Context: an optimization exercise on an open-source flow, tuned for small area, a short achievable clock period and few clock cycles. The choices shown serve that exercise and are no tape-out recipe. Function was checked by simulation only, so behaviour that the tests miss may differ from the original. No activity file was given, so power comes from the tool's default toggle rates.

$ cat config.mk
export PLATFORM = sky130hd
export DESIGN_NAME = day02_core
export DESIGN_NICKNAME = day02_core
export VERILOG_FILES = /design/flow/design.v
export SDC_FILE = /design/flow/constraint.sdc
export NUM_CORES = 8
export LEC_CHECK = 0
export CAP_MARGIN = 20
export CORE_MARGIN = 2
export CORE_UTILIZATION = 40
export SLEW_MARGIN = 20
$ cat constraint.sdc
create_clock -name core_clock -period 60.0 [get_ports {clk}]
set_input_delay 12.0000 -clock core_clock [delete_from_list [all_inputs] [get_ports {clk}]]
set_output_delay 12.0000 -clock core_clock [all_outputs]
set_load 0.01 [all_outputs]
$ cat design.v
module period_summer (
    input  wire [4:0]  d,
    input  wire [1:0]  t,
    output reg  [64:0] k1,
    output reg  [64:0] k21,
    output reg  [56:0] m
);
    always @(*) begin
        case (d)
            5'd1: begin k1 = 65'h0; k21 = 65'h0; end
            5'd2: begin k1 = 65'h0; k21 = 65'h0; end
            5'd3: begin k1 = 65'h3de; k21 = 65'h0; end
            5'd4: begin k1 = 65'h1ffffffffffffe05c; k21 = 65'h2706; end
            5'd5: begin k1 = 65'hf2238; k21 = 65'h2706; end
            5'd6: begin k1 = 65'h1ffffffffff77ebac; k21 = 65'h18a1a; end
            5'd7: begin k1 = 65'h3b12b1c4; k21 = 65'h55ed440; end
            5'd8: begin k1 = 65'h1fffffffde79025ec; k21 = 65'hb54b536; end
            5'd9: begin k1 = 65'he6bc350edc; k21 = 65'h1fffffffdbca77baa; end
            5'd10: begin k1 = 65'h1fffff7cea3677eec; k21 = 65'he473704420; end
            5'd11: begin k1 = 65'h3854d482c784c; k21 = 65'h1b5ff9e6bc6; end
            5'd12: begin k1 = 65'h1ffdffe6fccd802ec; k21 = 65'h1ffffa89462c80386; end
            5'd13: begin k1 = 65'hdc0b523742cc0ac; k21 = 65'h22d493c20e9cda; end
            5'd14: begin k1 = 65'h182f99a4e642192ec; k21 = 65'h22dcd86676d12e; end
            5'd15: begin k1 = 65'h1b8c348144228fc6c; k21 = 65'h1f23f3c70cdca4f58; end
            5'd16: begin k1 = 65'h19ee5b0e524cdd2ec; k21 = 65'h16bc3ca5f687bc4da; end
            5'd17: begin k1 = 65'h1bab47dd2bfd7f1ec; k21 = 65'h16bc3ca5f687bc4da; end
            5'd18: begin k1 = 65'ha5e03b106996d2ec; k21 = 65'h1ea8a8882202300fc; end
            default: begin k1 = 65'd0; k21 = 65'd0; end
        endcase
        case ({d, t})
            {5'd2, 2'd0}: m = 57'd11;
            {5'd3, 2'd0}: m = 57'd111;
            {5'd4, 2'd0}: m = 57'd101;
            {5'd5, 2'd0}: m = 57'd11111;
            {5'd6, 2'd0}: m = 57'd1001;
            {5'd6, 2'd1}: m = 57'd10101;
            {5'd6, 2'd2}: m = 57'd111111;
            {5'd7, 2'd0}: m = 57'd1111111;
            {5'd8, 2'd0}: m = 57'd10001;
            {5'd9, 2'd0}: m = 57'd1001001;
            {5'd10, 2'd0}: m = 57'd100001;
            {5'd10, 2'd1}: m = 57'd101010101;
            {5'd10, 2'd2}: m = 57'd1111111111;
            {5'd11, 2'd0}: m = 57'd11111111111;
            {5'd12, 2'd0}: m = 57'd1000001;
            {5'd12, 2'd1}: m = 57'd100010001;
            {5'd12, 2'd2}: m = 57'd10101010101;
            {5'd13, 2'd0}: m = 57'd1111111111111;
            {5'd14, 2'd0}: m = 57'd10000001;
            {5'd14, 2'd1}: m = 57'd1010101010101;
            {5'd14, 2'd2}: m = 57'd11111111111111;
            {5'd15, 2'd0}: m = 57'd10000100001;
            {5'd15, 2'd1}: m = 57'd1001001001001;
            {5'd15, 2'd2}: m = 57'd111111111111111;
            {5'd16, 2'd0}: m = 57'd100000001;
            {5'd17, 2'd0}: m = 57'd11111111111111111;
            {5'd18, 2'd0}: m = 57'd1000000001;
            {5'd18, 2'd1}: m = 57'd1000001000001;
            {5'd18, 2'd2}: m = 57'd1001001001001001;
            default: m = 57'd0;
        endcase
    end
endmodule
module day02_core #(
    parameter N_ADDR_BITS = 16
) (
    input  wire                 clk,
    input  wire                 rst,
    input  wire [7:0]           rom_data,
    input  wire                 rom_valid,
    output reg  [N_ADDR_BITS:0] rom_addr,
    output wire [63:0]          part1_result,
    output wire [63:0]          part2_result,
    output reg                  done
);
    reg rst_q;
    reg  [5:0]  rq;         
    reg         vq;         
    reg         hold;       
    reg         in_b;       
    reg         eot;        
    reg  [4:0]  dc;         
    reg  [35:0] pdig;       
    reg  [35:0] hist;       
    reg  [9:1]  dec;        
    reg  [9:1]  gt;         
    wire        is_dig = rq[4];
    wire [3:0]  dig    = rq[3:0];
    wire        more   = rq[5];    
    reg         busy;
    reg  [4:0]  cd;         
    reg  [35:0] cp;         
    reg  [9:1]  cf;         
    reg         cb;         
    reg  [1:0]  t;          
    reg         ps;         
    reg  [3:0]  j;          
    reg         kx;         
    reg  [64:0] r;
    reg  [64:0] acc1;       
    reg  [64:0] accx;       
    assign part1_result = acc1[64:1];
    assign part2_result = accx[64:1];
    reg [3:0] tl;
    reg [1:0] nt;
    always @(*) begin
        nt = 2'd1;
        tl = 4'd1;
        case (cd)
            5'd1:  nt = 2'd0;
            5'd4:  tl = 4'd2;
            5'd6:  begin nt = 2'd3; tl = (t == 2'd0) ? 4'd3 : (t == 2'd1) ? 4'd2 : 4'd1; end
            5'd8:  tl = 4'd4;
            5'd9:  tl = 4'd3;
            5'd10: begin nt = 2'd3; tl = (t == 2'd0) ? 4'd5 : (t == 2'd1) ? 4'd2 : 4'd1; end
            5'd12: begin nt = 2'd3; tl = (t == 2'd0) ? 4'd6 : (t == 2'd1) ? 4'd4 : 4'd2; end
            5'd14: begin nt = 2'd3; tl = (t == 2'd0) ? 4'd7 : (t == 2'd1) ? 4'd2 : 4'd1; end
            5'd15: begin nt = 2'd3; tl = (t == 2'd0) ? 4'd5 : (t == 2'd1) ? 4'd3 : 4'd1; end
            5'd16: tl = 4'd8;
            5'd18: begin nt = 2'd3; tl = (t == 2'd0) ? 4'd9 : (t == 2'd1) ? 4'd6 : 4'd3; end
            default: ;
        endcase
    end
    wire [64:0] k1, k21;
    wire [56:0] mval;
    period_summer u_tab (.d(cd), .t(t), .k1(k1), .k21(k21), .m(mval));
    wire last_t  = (t == nt - 2'd1);
    wire half_t  = (t == 2'd0) && !cd[0];
    wire neg_t   = (t == 2'd2);
    wire f_t     = cf[tl];
    wire jl      = (j == tl - 4'd1);
    wire need_kx = (cd == 5'd5) || (cd == 5'd7) || (cd == 5'd11) || (cd == 5'd13) || (cd == 5'd17);
    wire last_cyc   = busy && !kx && ps && jl && last_t;
    wire second_cyc = busy && !kx && last_t &&
                      ((ps && (j == tl - 4'd2) && (tl != 4'd1)) || (!ps && jl && (tl == 4'd1)));
    wire cready      = !busy || last_cyc;
    wire cready_next = !busy || last_cyc || second_cyc;
    wire sep  = vq && !is_dig && !eot;
    wire take = !hold && sep && cready;
    wire stall = !hold && sep && !cready;
    wire [3:0] pidx = ps ? (tl - 4'd1 - j) : j;
    reg  [3:0] pd;
    always @(*) begin
        case (pidx)
            4'd0: pd = cp[3:0];
            4'd1: pd = cp[7:4];
            4'd2: pd = cp[11:8];
            4'd3: pd = cp[15:12];
            4'd4: pd = cp[19:16];
            4'd5: pd = cp[23:20];
            4'd6: pd = cp[27:24];
            4'd7: pd = cp[31:28];
            default: pd = cp[35:32];
        endcase
    end
    wire [4:0] e = {1'b0, pd} + ((ps && j == 4'd0) ? (f_t ? 5'd1 : 5'd31) : 5'd0);
    reg       a_on, a_neg, b_on, b_neg;
    reg [1:0] a_sh;
    reg       b_sh;
    always @(*) begin
        a_on = 1'b1; a_neg = 1'b0; a_sh = 2'd0;
        b_on = 1'b0; b_neg = 1'b0; b_sh = 1'b0;
        case (e)
            5'd31:  a_neg = 1'b1;
            5'd0:  a_on = 1'b0;
            5'd1:  ;
            5'd2:  a_sh = 2'd1;
            5'd3:  begin a_sh = 2'd2; b_on = 1'b1; b_neg = 1'b1; end
            5'd4:  a_sh = 2'd2;
            5'd5:  begin a_sh = 2'd2; b_on = 1'b1; end
            5'd6:  begin a_sh = 2'd2; b_on = 1'b1; b_sh = 1'b1; end
            5'd7:  begin a_sh = 2'd3; b_on = 1'b1; b_neg = 1'b1; end
            5'd8:  a_sh = 2'd3;
            5'd9:  begin a_sh = 2'd3; b_on = 1'b1; end
            5'd10: begin a_sh = 2'd3; b_on = 1'b1; b_sh = 1'b1; end
            default: a_on = 1'b0;
        endcase
    end
    wire [64:0] mx   = {8'd0, mval};
    wire [64:0] ma   = a_on ? (mx << a_sh) : 65'd0;
    wire [64:0] mb   = b_on ? (mx << b_sh) : 65'd0;
    wire        mbn  = b_on && b_neg;
    wire        r0   = !ps && (j == 4'd0);
    wire [64:0] r10  = r0 ? 65'd0 : ((r << 3) + (r << 1));
    wire [64:0] rnext = ps ? r10 : (r10 + ma + (mbn ? ~mb : mb) + {64'd0, mbn});
    wire cyc_p2   = busy && !kx && ps;
    wire cyc_k1   = busy && !kx && !ps && (t == 2'd0) && (j == 4'd0);
    wire cyc_k21  = busy && ((kx) || (!need_kx && !ps && (t == 2'd0) && (j == 4'd1)));
    wire cyc_mrg  = eot && !busy && !done;
    wire sg       = cb ^ neg_t;      
    wire to1      = cyc_k1 || (cyc_p2 && half_t);
    wire [64:0] ra  = a_on ? (r << a_sh) : 65'd0;
    wire [64:0] rb  = b_on ? (r << b_sh) : 65'd0;
    wire        ran = a_on && (a_neg ^ !sg);
    wire        rbn = b_on && (b_neg ^ !sg);
    wire [64:0] kv  = cyc_k1 ? k1 : k21;
    wire        kn  = !cb;
    reg  [64:0] op1, op2;
    reg         c1, c2;
    always @(*) begin
        op1 = 65'd0; op2 = 65'd0; c1 = 1'b0; c2 = 1'b0;
        if (cyc_p2) begin
            op1 = ran ? ~ra : ra; c1 = ran;
            op2 = rbn ? ~rb : rb; c2 = rbn;
        end else if (cyc_mrg) begin
            op1 = acc1;
        end else begin
            op1 = kn ? ~kv : kv; c1 = kn;
        end
    end
    wire [64:0] ain  = to1 ? acc1 : accx;
    wire [64:0] asum = ain + op1 + op2 + {64'd0, c1} + {64'd0, c2};
    wire        acc_we = cyc_p2 || cyc_k1 || cyc_k21 || cyc_mrg;
    integer li;
    always @(posedge clk) begin
        rst_q <= rst;
        if (rst) begin
            rom_addr <= 0;
        end else if (rst_q) begin
            rom_addr <= 1;
        end else if (hold) begin
            if (cready_next) rom_addr <= rom_addr + 1'b1;
        end else if (stall) begin
            rom_addr <= rom_addr - 1'b1;
        end else if (!eot) begin
            rom_addr <= rom_addr + 1'b1;
        end
        if (rst_q) begin
            vq   <= 1'b0;
            hold <= 1'b0;
            in_b <= 1'b0;
            eot  <= 1'b0;
            dc   <= 5'd0;
            dec  <= 9'd0;
        end else begin
            if (hold) begin
                if (cready_next) hold <= 1'b0;
            end else if (stall) begin
                hold <= 1'b1;
            end else begin
                if (!vq || (!eot && (is_dig || take))) begin
                    rq <= rom_data[5:0];
                    vq <= 1'b1;
                end
                if (vq && !eot && is_dig) begin
                    dc   <= dc + 5'd1;
                    hist <= {hist[31:0], dig};
                    if (dc < 5'd9) pdig[dc*4 +: 4] <= dig;
                    for (li = 1; li <= 9; li = li + 1) begin
                        if (!dec[li] && dc >= li && dig != hist[(li-1)*4 +: 4]) begin
                            dec[li] <= 1'b1;
                            gt[li]  <= dig > hist[(li-1)*4 +: 4];
                        end
                    end
                end
                if (take) begin
                    dc   <= 5'd0;
                    dec  <= 9'd0;
                    in_b <= !in_b;
                    if (in_b && !more) eot <= 1'b1;
                end
            end
        end
        if (rst_q) begin
            busy <= 1'b0;
            acc1 <= 65'd0;
            accx <= 65'd0;
        end else begin
            if (acc_we) begin
                if (to1) acc1 <= asum;
                else     accx <= asum;
            end
            if (busy && !kx && !(ps && jl && last_t)) r <= rnext;
            if (busy) begin
                if (kx) begin
                    kx <= 1'b0;
                end else if (!ps) begin
                    if (jl) begin ps <= 1'b1; j <= 4'd0; end
                    else j <= j + 4'd1;
                end else begin
                    if (jl) begin
                        ps <= 1'b0;
                        j  <= 4'd0;
                        t  <= t + 2'd1;
                        if (last_t) busy <= 1'b0;
                    end else begin
                        j <= j + 4'd1;
                    end
                end
            end
            if (take) begin
                busy <= (dc != 5'd1);
                cd   <= dc;
                cp   <= pdig;
                for (li = 1; li <= 9; li = li + 1)
                    cf[li] <= dec[li] ? gt[li] : in_b;
                cb   <= in_b;
                t    <= 2'd0;
                ps   <= 1'b0;
                j    <= 4'd0;
                kx   <= (dc == 5'd5) || (dc == 5'd7) || (dc == 5'd11) || (dc == 5'd13) || (dc == 5'd17);
            end
        end
        if (rst || rst_q) done <= 1'b0;
        else if (cyc_mrg) done <= 1'b1;
    end
endmodule
$ cat run.sh
#!/bin/bash
# synth_recipe.tcl (not shown) runs the flow's synth.tcl, then flattens the netlist and writes it again
# the make line also repeats each setting of config.mk as NAME=value (left out here)
make -C /OpenROAD-flow-scripts/flow DESIGN_CONFIG=/design/flow/config.mk WORK_HOME=/design/flow/orfs CLKGATE_MAP_FILE= SYNTH_SCRIPT=/design/flow/synth_recipe.tcl finish
==> reports/summary.json, run 1 <==
{
  "last-stage-reached": "1_2_yosys",
  "outcome": "aborted with a tool error",
  "error_message": "ERROR: TCL interpreter returned an error: Source files actually used in the design:",
  "synthesis.yosys.warnings": 2
}
Testbench counts, summed over its fixed seeds: cycles 44,913.
==> run 2, diff against run 1 <==
--- a/design.v
+++ b/design.v
@@ -3,61 +3,69 @@
     input  wire [1:0]  t,
-    output reg  [64:0] k1,
-    output reg  [64:0] k21,
-    output reg  [56:0] m
+    output wire [64:0] k1,
+    output wire [64:0] k21,
+    output wire [56:0] m
 );
-    always @(*) begin
-        case (d)
-            5'd1: begin k1 = 65'h0; k21 = 65'h0; end
-            5'd2: begin k1 = 65'h0; k21 = 65'h0; end
-            5'd3: begin k1 = 65'h3de; k21 = 65'h0; end
-            5'd4: begin k1 = 65'h1ffffffffffffe05c; k21 = 65'h2706; end
-            5'd5: begin k1 = 65'hf2238; k21 = 65'h2706; end
-            5'd6: begin k1 = 65'h1ffffffffff77ebac; k21 = 65'h18a1a; end
-            5'd7: begin k1 = 65'h3b12b1c4; k21 = 65'h55ed440; end
-            5'd8: begin k1 = 65'h1fffffffde79025ec; k21 = 65'hb54b536; end
-            5'd9: begin k1 = 65'he6bc350edc; k21 = 65'h1fffffffdbca77baa; end
-            5'd10: begin k1 = 65'h1fffff7cea3677eec; k21 = 65'he473704420; end
-            5'd11: begin k1 = 65'h3854d482c784c; k21 = 65'h1b5ff9e6bc6; end
-            5'd12: begin k1 = 65'h1ffdffe6fccd802ec; k21 = 65'h1ffffa89462c80386; end
-            5'd13: begin k1 = 65'hdc0b523742cc0ac; k21 = 65'h22d493c20e9cda; end
-            5'd14: begin k1 = 65'h182f99a4e642192ec; k21 = 65'h22dcd86676d12e; end
-            5'd15: begin k1 = 65'h1b8c348144228fc6c; k21 = 65'h1f23f3c70cdca4f58; end
-            5'd16: begin k1 = 65'h19ee5b0e524cdd2ec; k21 = 65'h16bc3ca5f687bc4da; end
-            5'd17: begin k1 = 65'h1bab47dd2bfd7f1ec; k21 = 65'h16bc3ca5f687bc4da; end
-            5'd18: begin k1 = 65'ha5e03b106996d2ec; k21 = 65'h1ea8a8882202300fc; end
-            default: begin k1 = 65'd0; k21 = 65'd0; end
-        endcase
-        case ({d, t})
-            {5'd2, 2'd0}: m = 57'd11;
-            {5'd3, 2'd0}: m = 57'd111;
-            {5'd4, 2'd0}: m = 57'd101;
-            {5'd5, 2'd0}: m = 57'd11111;
-            {5'd6, 2'd0}: m = 57'd1001;
-            {5'd6, 2'd1}: m = 57'd10101;
-            {5'd6, 2'd2}: m = 57'd111111;
-            {5'd7, 2'd0}: m = 57'd1111111;
-            {5'd8, 2'd0}: m = 57'd10001;
-            {5'd9, 2'd0}: m = 57'd1001001;
-            {5'd10, 2'd0}: m = 57'd100001;
-            {5'd10, 2'd1}: m = 57'd101010101;
-            {5'd10, 2'd2}: m = 57'd1111111111;
-            {5'd11, 2'd0}: m = 57'd11111111111;
-            {5'd12, 2'd0}: m = 57'd1000001;
-            {5'd12, 2'd1}: m = 57'd100010001;
-            {5'd12, 2'd2}: m = 57'd10101010101;
-            {5'd13, 2'd0}: m = 57'd1111111111111;
-            {5'd14, 2'd0}: m = 57'd10000001;
-            {5'd14, 2'd1}: m = 57'd1010101010101;
-            {5'd14, 2'd2}: m = 57'd11111111111111;
-            {5'd15, 2'd0}: m = 57'd10000100001;
-            {5'd15, 2'd1}: m = 57'd1001001001001;
-            {5'd15, 2'd2}: m = 57'd111111111111111;
-            {5'd16, 2'd0}: m = 57'd100000001;
-            {5'd17, 2'd0}: m = 57'd11111111111111111;
-            {5'd18, 2'd0}: m = 57'd1000000001;
-            {5'd18, 2'd1}: m = 57'd1000001000001;
-            {5'd18, 2'd2}: m = 57'd1001001001001001;
-            default: m = 57'd0;
-        endcase
-    end
+    assign k1 =
+        ({65{d == 5'd3}} & 65'h3de) |
+        ({65{d == 5'd4}} & 65'h1ffffffffffffe05c) |
+        ({65{d == 5'd5}} & 65'hf2238) |
+        ({65{d == 5'd6}} & 65'h1ffffffffff77ebac) |
+        ({65{d == 5'd7}} & 65'h3b12b1c4) |
+        ({65{d == 5'd8}} & 65'h1fffffffde79025ec) |
+        ({65{d == 5'd9}} & 65'he6bc350edc) |
+        ({65{d == 5'd10}} & 65'h1fffff7cea3677eec) |
+        ({65{d == 5'd11}} & 65'h3854d482c784c) |
+        ({65{d == 5'd12}} & 65'h1ffdffe6fccd802ec) |
+        ({65{d == 5'd13}} & 65'hdc0b523742cc0ac) |
+        ({65{d == 5'd14}} & 65'h182f99a4e642192ec) |
+        ({65{d == 5'd15}} & 65'h1b8c348144228fc6c) |
+        ({65{d == 5'd16}} & 65'h19ee5b0e524cdd2ec) |
+        ({65{d == 5'd17}} & 65'h1bab47dd2bfd7f1ec) |
+        ({65{d == 5'd18}} & 65'ha5e03b106996d2ec);
+    assign k21 =
+        ({65{d == 5'd4}} & 65'h2706) |
+        ({65{d == 5'd5}} & 65'h2706) |
+        ({65{d == 5'd6}} & 65'h18a1a) |
+        ({65{d == 5'd7}} & 65'h55ed440) |
+        ({65{d == 5'd8}} & 65'hb54b536) |
+        ({65{d == 5'd9}} & 65'h1fffffffdbca77baa) |
+        ({65{d == 5'd10}} & 65'he473704420) |
+        ({65{d == 5'd11}} & 65'h1b5ff9e6bc6) |
+        ({65{d == 5'd12}} & 65'h1ffffa89462c80386) |
+        ({65{d == 5'd13}} & 65'h22d493c20e9cda) |
+        ({65{d == 5'd14}} & 65'h22dcd86676d12e) |
+        ({65{d == 5'd15}} & 65'h1f23f3c70cdca4f58) |
+        ({65{d == 5'd16}} & 65'h16bc3ca5f687bc4da) |
+        ({65{d == 5'd17}} & 65'h16bc3ca5f687bc4da) |
+        ({65{d == 5'd18}} & 65'h1ea8a8882202300fc);
+    assign m =
+        ({57{d == 5'd2 && t == 2'd0}} & 57'hb) |
+        ({57{d == 5'd3 && t == 2'd0}} & 57'h6f) |
+        ({57{d == 5'd4 && t == 2'd0}} & 57'h65) |
+        ({57{d == 5'd5 && t == 2'd0}} & 57'h2b67) |
+        ({57{d == 5'd6 && t == 2'd0}} & 57'h3e9) |
+        ({57{d == 5'd6 && t == 2'd1}} & 57'h2775) |
+        ({57{d == 5'd6 && t == 2'd2}} & 57'h1b207) |
+        ({57{d == 5'd7 && t == 2'd0}} & 57'h10f447) |
+        ({57{d == 5'd8 && t == 2'd0}} & 57'h2711) |
+        ({57{d == 5'd9 && t == 2'd0}} & 57'hf4629) |
+        ({57{d == 5'd10 && t == 2'd0}} & 57'h186a1) |
+        ({57{d == 5'd10 && t == 2'd1}} & 57'h6054ab5) |
+        ({57{d == 5'd10 && t == 2'd2}} & 57'h423a35c7) |
+        ({57{d == 5'd11 && t == 2'd0}} & 57'h2964619c7) |
+        ({57{d == 5'd12 && t == 2'd0}} & 57'hf4241) |
+        ({57{d == 5'd12 && t == 2'd1}} & 57'h5f60811) |
+        ({57{d == 5'd12 && t == 2'd2}} & 57'h25a112eb5) |
+        ({57{d == 5'd13 && t == 2'd0}} & 57'h102b36211c7) |
+        ({57{d == 5'd14 && t == 2'd0}} & 57'h989681) |
+        ({57{d == 5'd14 && t == 2'd1}} & 57'heb2eb63eb5) |
+        ({57{d == 5'd14 && t == 2'd2}} & 57'ha1b01d4b1c7) |
+        ({57{d == 5'd15 && t == 2'd0}} & 57'h2540d6aa1) |
+        ({57{d == 5'd15 && t == 2'd1}} & 57'he9104f2029) |
+        ({57{d == 5'd15 && t == 2'd2}} & 57'h650e124ef1c7) |
+        ({57{d == 5'd16 && t == 2'd0}} & 57'h5f5e101) |
+        ({57{d == 5'd17 && t == 2'd0}} & 57'h27797f26d671c7) |
+        ({57{d == 5'd18 && t == 2'd0}} & 57'h3b9aca01) |
+        ({57{d == 5'd18 && t == 2'd1}} & 57'he8d4b45241) |
+        ({57{d == 5'd18 && t == 2'd2}} & 57'h38e67b515a029);
 endmodule
@@ -103,21 +111,15 @@
     assign part2_result = accx[64:1];
-    reg [3:0] tl;
-    reg [1:0] nt;
+    wire three = (cd == 5'd6) || (cd == 5'd10) || (cd == 5'd12) || (cd == 5'd14) ||
+                 (cd == 5'd15) || (cd == 5'd18);
+    wire [1:0] nt = (cd == 5'd1) ? 2'd0 : three ? 2'd3 : 2'd1;
+    reg  [3:0] tl;
     always @(*) begin
-        nt = 2'd1;
-        tl = 4'd1;
-        case (cd)
-            5'd1:  nt = 2'd0;
-            5'd4:  tl = 4'd2;
-            5'd6:  begin nt = 2'd3; tl = (t == 2'd0) ? 4'd3 : (t == 2'd1) ? 4'd2 : 4'd1; end
-            5'd8:  tl = 4'd4;
-            5'd9:  tl = 4'd3;
-            5'd10: begin nt = 2'd3; tl = (t == 2'd0) ? 4'd5 : (t == 2'd1) ? 4'd2 : 4'd1; end
-            5'd12: begin nt = 2'd3; tl = (t == 2'd0) ? 4'd6 : (t == 2'd1) ? 4'd4 : 4'd2; end
-            5'd14: begin nt = 2'd3; tl = (t == 2'd0) ? 4'd7 : (t == 2'd1) ? 4'd2 : 4'd1; end
-            5'd15: begin nt = 2'd3; tl = (t == 2'd0) ? 4'd5 : (t == 2'd1) ? 4'd3 : 4'd1; end
-            5'd16: tl = 4'd8;
-            5'd18: begin nt = 2'd3; tl = (t == 2'd0) ? 4'd9 : (t == 2'd1) ? 4'd6 : 4'd3; end
-            default: ;
-        endcase
+        if (t == 2'd0)
+            tl = (cd == 5'd4) ? 4'd2 : (cd == 5'd6 || cd == 5'd9) ? 4'd3 : (cd == 5'd8) ? 4'd4 :
+                 (cd == 5'd10 || cd == 5'd15) ? 4'd5 : (cd == 5'd12) ? 4'd6 : (cd == 5'd14) ? 4'd7 :
+                 (cd == 5'd16) ? 4'd8 : (cd == 5'd18) ? 4'd9 : 4'd1;
+        else if (t == 2'd1)
+            tl = (cd == 5'd15) ? 4'd3 : (cd == 5'd12) ? 4'd4 : (cd == 5'd18) ? 4'd6 : 4'd2;
+        else
+            tl = (cd == 5'd12) ? 4'd2 : (cd == 5'd18) ? 4'd3 : 4'd1;
     end
==> run 2 against run 1 <==
The run now finishes clean.
==> reports/summary.json, run 2 <==
{
  "criticalPathCategory": "register to register",
  "ctsLongestPathBuffers": 3,
  "synth.ff_latch_count": 379,
  "hpwlAfterDp_mm": 116,
  "dominantRegCellSynth": "sky130_fd_sc_hd__edfxtp_1",
  "worst-endpoint-required_ps": 60610,
  "worst-endpoint-arrival_ps": 15600,
  "rows": 121,
  "synthTopCellsByArea": "sky130_fd_sc_hd__edfxtp_1 (14%), sky130_fd_sc_hd__dfxtp_1 (7.7%), sky130_fd_sc_hd__ha_1 (7.5%)",
  "clock_tree_from_tritoncts": "built",
  "use_met1": 0.368,
  "max_freq_mhz": 66.7,
  "syn_area_um2": 43700,
  "post_cts.resized_instances": 0,
  "fp.dieH_um": 335,
  "firstDrtPassIters": 6,
  "cellLeakagePower_nw": 20.1,
  "synth_top_area_cell": "sky130_fd_sc_hd__edfxtp_1",
  "r2r_slack_ps": 45010,
  "clk_transition_reported_paths_ps": 60,
  "timing.hold.worst_endpoint": "cp[23]",
  "placement.io_buffers": 153,
  "biggestRegsByFlops": "acc1 (65), accx (65), r (65)",
  "vias_per_cell": 5.93,
  "pin_count": 157,
  "design.core.area_um2": 109000,
  "synthesis.yosys.warnings": {"value": 1, "change": "-1"},
  "clock-sinks": 379,
  "start_util": 0.402,
  "synth_area_per_cell_um2": 7.65,
  "timing.final.max_slew_violations": 0,
  "r2r-start": "cd[2]",
  "dr_total_vias": 41100,
  "final_nets": 5884,
  "synth_cells": 5716,
  "fin_tns_setup_ps": 0,
  "rsz0062_at_grt": "no",
  "wl_per_cell_um": 22.6,
  "commonest_cells_after_routing_fill_and_taps_aside": "sky130_fd_sc_hd__nand2_1 (655), sky130_fd_sc_hd__a21oi_1 (624), sky130_fd_sc_hd__nor2_1 (548)",
  "antenna_cells": 0,
  "synth_simple_gate_area_frac": 0.181,
  "layout-drive-gt1-share": 0.0501,
  "antenna_violations_before_repair": 0,
  "use_met3": 0.0427,
  "irDropWorstVdd_uv": 22.5,
  "place_inst": 6848,
  "cap_viol_max_count": 0,
  "grt_start_max_net_pins": 73,
  "timing_hold_violations_final": 0,
  "holdCritPathClass": "register to register",
  "clock_tree.root_cell": "sky130_fd_sc_hd__clkbuf_16",
  "postRouteWirelength_mm": 157,
  "dr.first_iter.drc_count": 3922,
  "clock_latency_reported_for_the_late_side_of_the_worst_skew_pair_ps": 670,
  "finalWorstPathRequiredPeriod_ps": 14990,
  "synth_top_cells_by_count": "sky130_fd_sc_hd__nand2_1 (657), sky130_fd_sc_hd__a21oi_1 (625), sky130_fd_sc_hd__nor2_1 (551)",
  "global_route.peak_usage_layer": "met2",
  "die-area_um2": 112000,
  "h-tree-depth": 2,
  "critical_path.endpoint_type": "register",
  "place_congestion": 1.02,
  "tightestPinTransition_ps": 1060,
  "final_common_cell": "sky130_fd_sc_hd__nand2_1",
  "synthXorXnorAreaFrac": 0.0865,
  "synth-compound-area-share": 0.242,
  "depth_of_the_worst_register_to_register_path": 46,
  "drtAntennaViolNets": 0,
  "synth-async-reset-ratio": 0,
  "critPathMaxFanout": 72,
  "met2_usage": 0.440,
  "critical_path.max_stage_delay_ps": 870,
  "synth_top_area_frac": 0.145,
  "min_path_cells": 0,
  "grtUsageTotal": 0.273,
  "grt_first_pass_wirelength_mm": 240,
  "synth_most_common_cell": "sky130_fd_sc_hd__nand2_1",
  "first_global_vias": 39200,
  "max-slew-margin-rel": 0.283,
  "synthToLayoutAreaGrowth_pct": 7.55,
  "timing.rr.end": "acc1[59]",
  "yosys.area_share.adder": 0.133,
  "yosys-mux-area-fraction": 0.0511,
  "min_period_over_period": 0.250,
  "timing.critical_path.slowest_stage_cell": "sky130_fd_sc_hd__a311oi_1",
  "drc": 0,
  "sequential_fraction_of_the_synthesis_area": 0.222,
  "crit_path_frequent_cell": "sky130_fd_sc_hd__buf_4",
  "worst_clock_skew_ps": 45.2,
  "outcome": "no timing/DRC/antenna violations",
  "cts_inserted_buffers": 50,
  "ys_types": 97,
  "setup_violations": 0,
  "final_cell_count_no_fill": 6942,
  "chipWidth_um": 335,
  "critPathLaunchType": "register",
  "net_count_of_the_mapped_netlist": 6114,
  "synth-edff-count": 211,
  "postCtsSetupBuffers": 0,
  "globalRouteOverflowTotal": 0,
  "cellPowerDensity_nw_per_um2": 30.7,
  "hp-start": "pdig[23]",
  "finalCoreUtilization": 0.433,
  "largest_family_of_logic_cells_by_synthesized_area": "compound AO/OA/AOI/OAI gates",
  "ctsHoldBuffers": 0
}
==> run 2: stage by stage <==
stage               setup slack [ps]  total power (W)  instance area, um^2  hold slack, ps
floorplan                      47210         0.000926                43700             406
global placement               45490          0.00111                45300             428
detailed placement             45450          0.00111                45300             433
CTS                            45360          0.00144                47000             448
global route                   44410          0.00155                47000             453
finish                         45010          0.00145                47000             445
==> run 2: critical path, delay by kind of cell (launching register included) <==
family	cells	cell delay, ps
AND/OR/NAND/NOR	8	2110
XOR/XNOR	1	160
buffers and inverters	8	3140
adder cells (fa/ha/maj)	5	1960
multiplexers	4	1020
flip-flops	1	320
AO/OA/AOI/OAI	20	6000
==> run 2: power by group <==
group | internal [W] | switching (W)
Clock | 0.000186 | 0.000133
Sequential | 0.000296 | 0.0000168
Combinational | 0.000312 | 0.000502
==> run 2: cell families after synthesis <==
logic type	Yosys count
AOI/OAI and AO/OA	1695
xor gates and xnor gates	430
adders and majority gates	388
buffers and inverters	853
DFF	379
muxes	205
and+or+nand+nor	1766
==> run 2: cell type report <==
| class | count | area (um^2) |
|---|---|---|
| repair buffers | 232 | 2120 |
| flip-flops and latches | 379 | 9700 |
| clock buffers | 64 | 1430 |
| inverters | 339 | 1270 |
| clock inverters | 30 | 300 |
| multi-input cells | 4484 | 30400 |
| fillers | 11000 | 61700 |
| well taps | 1414 | 1770 |
==> run 2: worst max path at each step <==
stage | start | end | depth (start not counted)
2_1_floorplan | rst | rom_addr[10] | 4
3_3_place_gp | cd[2] | acc1[59] | 46
3_5_place_dp | cd[2] | acc1[59] | 46
4_1_cts | cd[2] | acc1[59] | 46
5_1_grt | cd[2] | acc1[59] | 46
6_report | cd[2] | acc1[59] | 46
==> run 2: metal layers <==
layer	wire [um]	vias up
met4	6460	0
met5	0	-
met2	70500	1692
met1	67600	19500
li1	-	19600
met3	12200	309
Testbench counts of run 2, summed over its fixed seeds: cycles 44,913.

[afterwards: timing with drivers on the ports]
The results above use ideal ports. As a check the final layout listed here was re-extracted and re-timed, cells and wires unchanged. Step 1 sets driving cells, clkbuf_16 on the clock port and buf_2 on the other inputs (assumed; they add their load-dependent delay and slew). Step 2, shift: input delay + t, output delay - t, t = (earliest + latest rising clock arrival at the registers) / 2. This alone moves slack from input paths to output paths. a / b / c = ideal / step 1 / step 2; a / b = the first two.
run: run 2
shift t [ns]: 0.725
setup slack, ns: 45.009 / 45.009 / 45.009
cell pins on the clock port's net: 1
After both steps setup and hold are still met in run 2. For run 2, drivers alone change the setup slack by 0.000 ns; drivers and shift together by 0.000 ns.
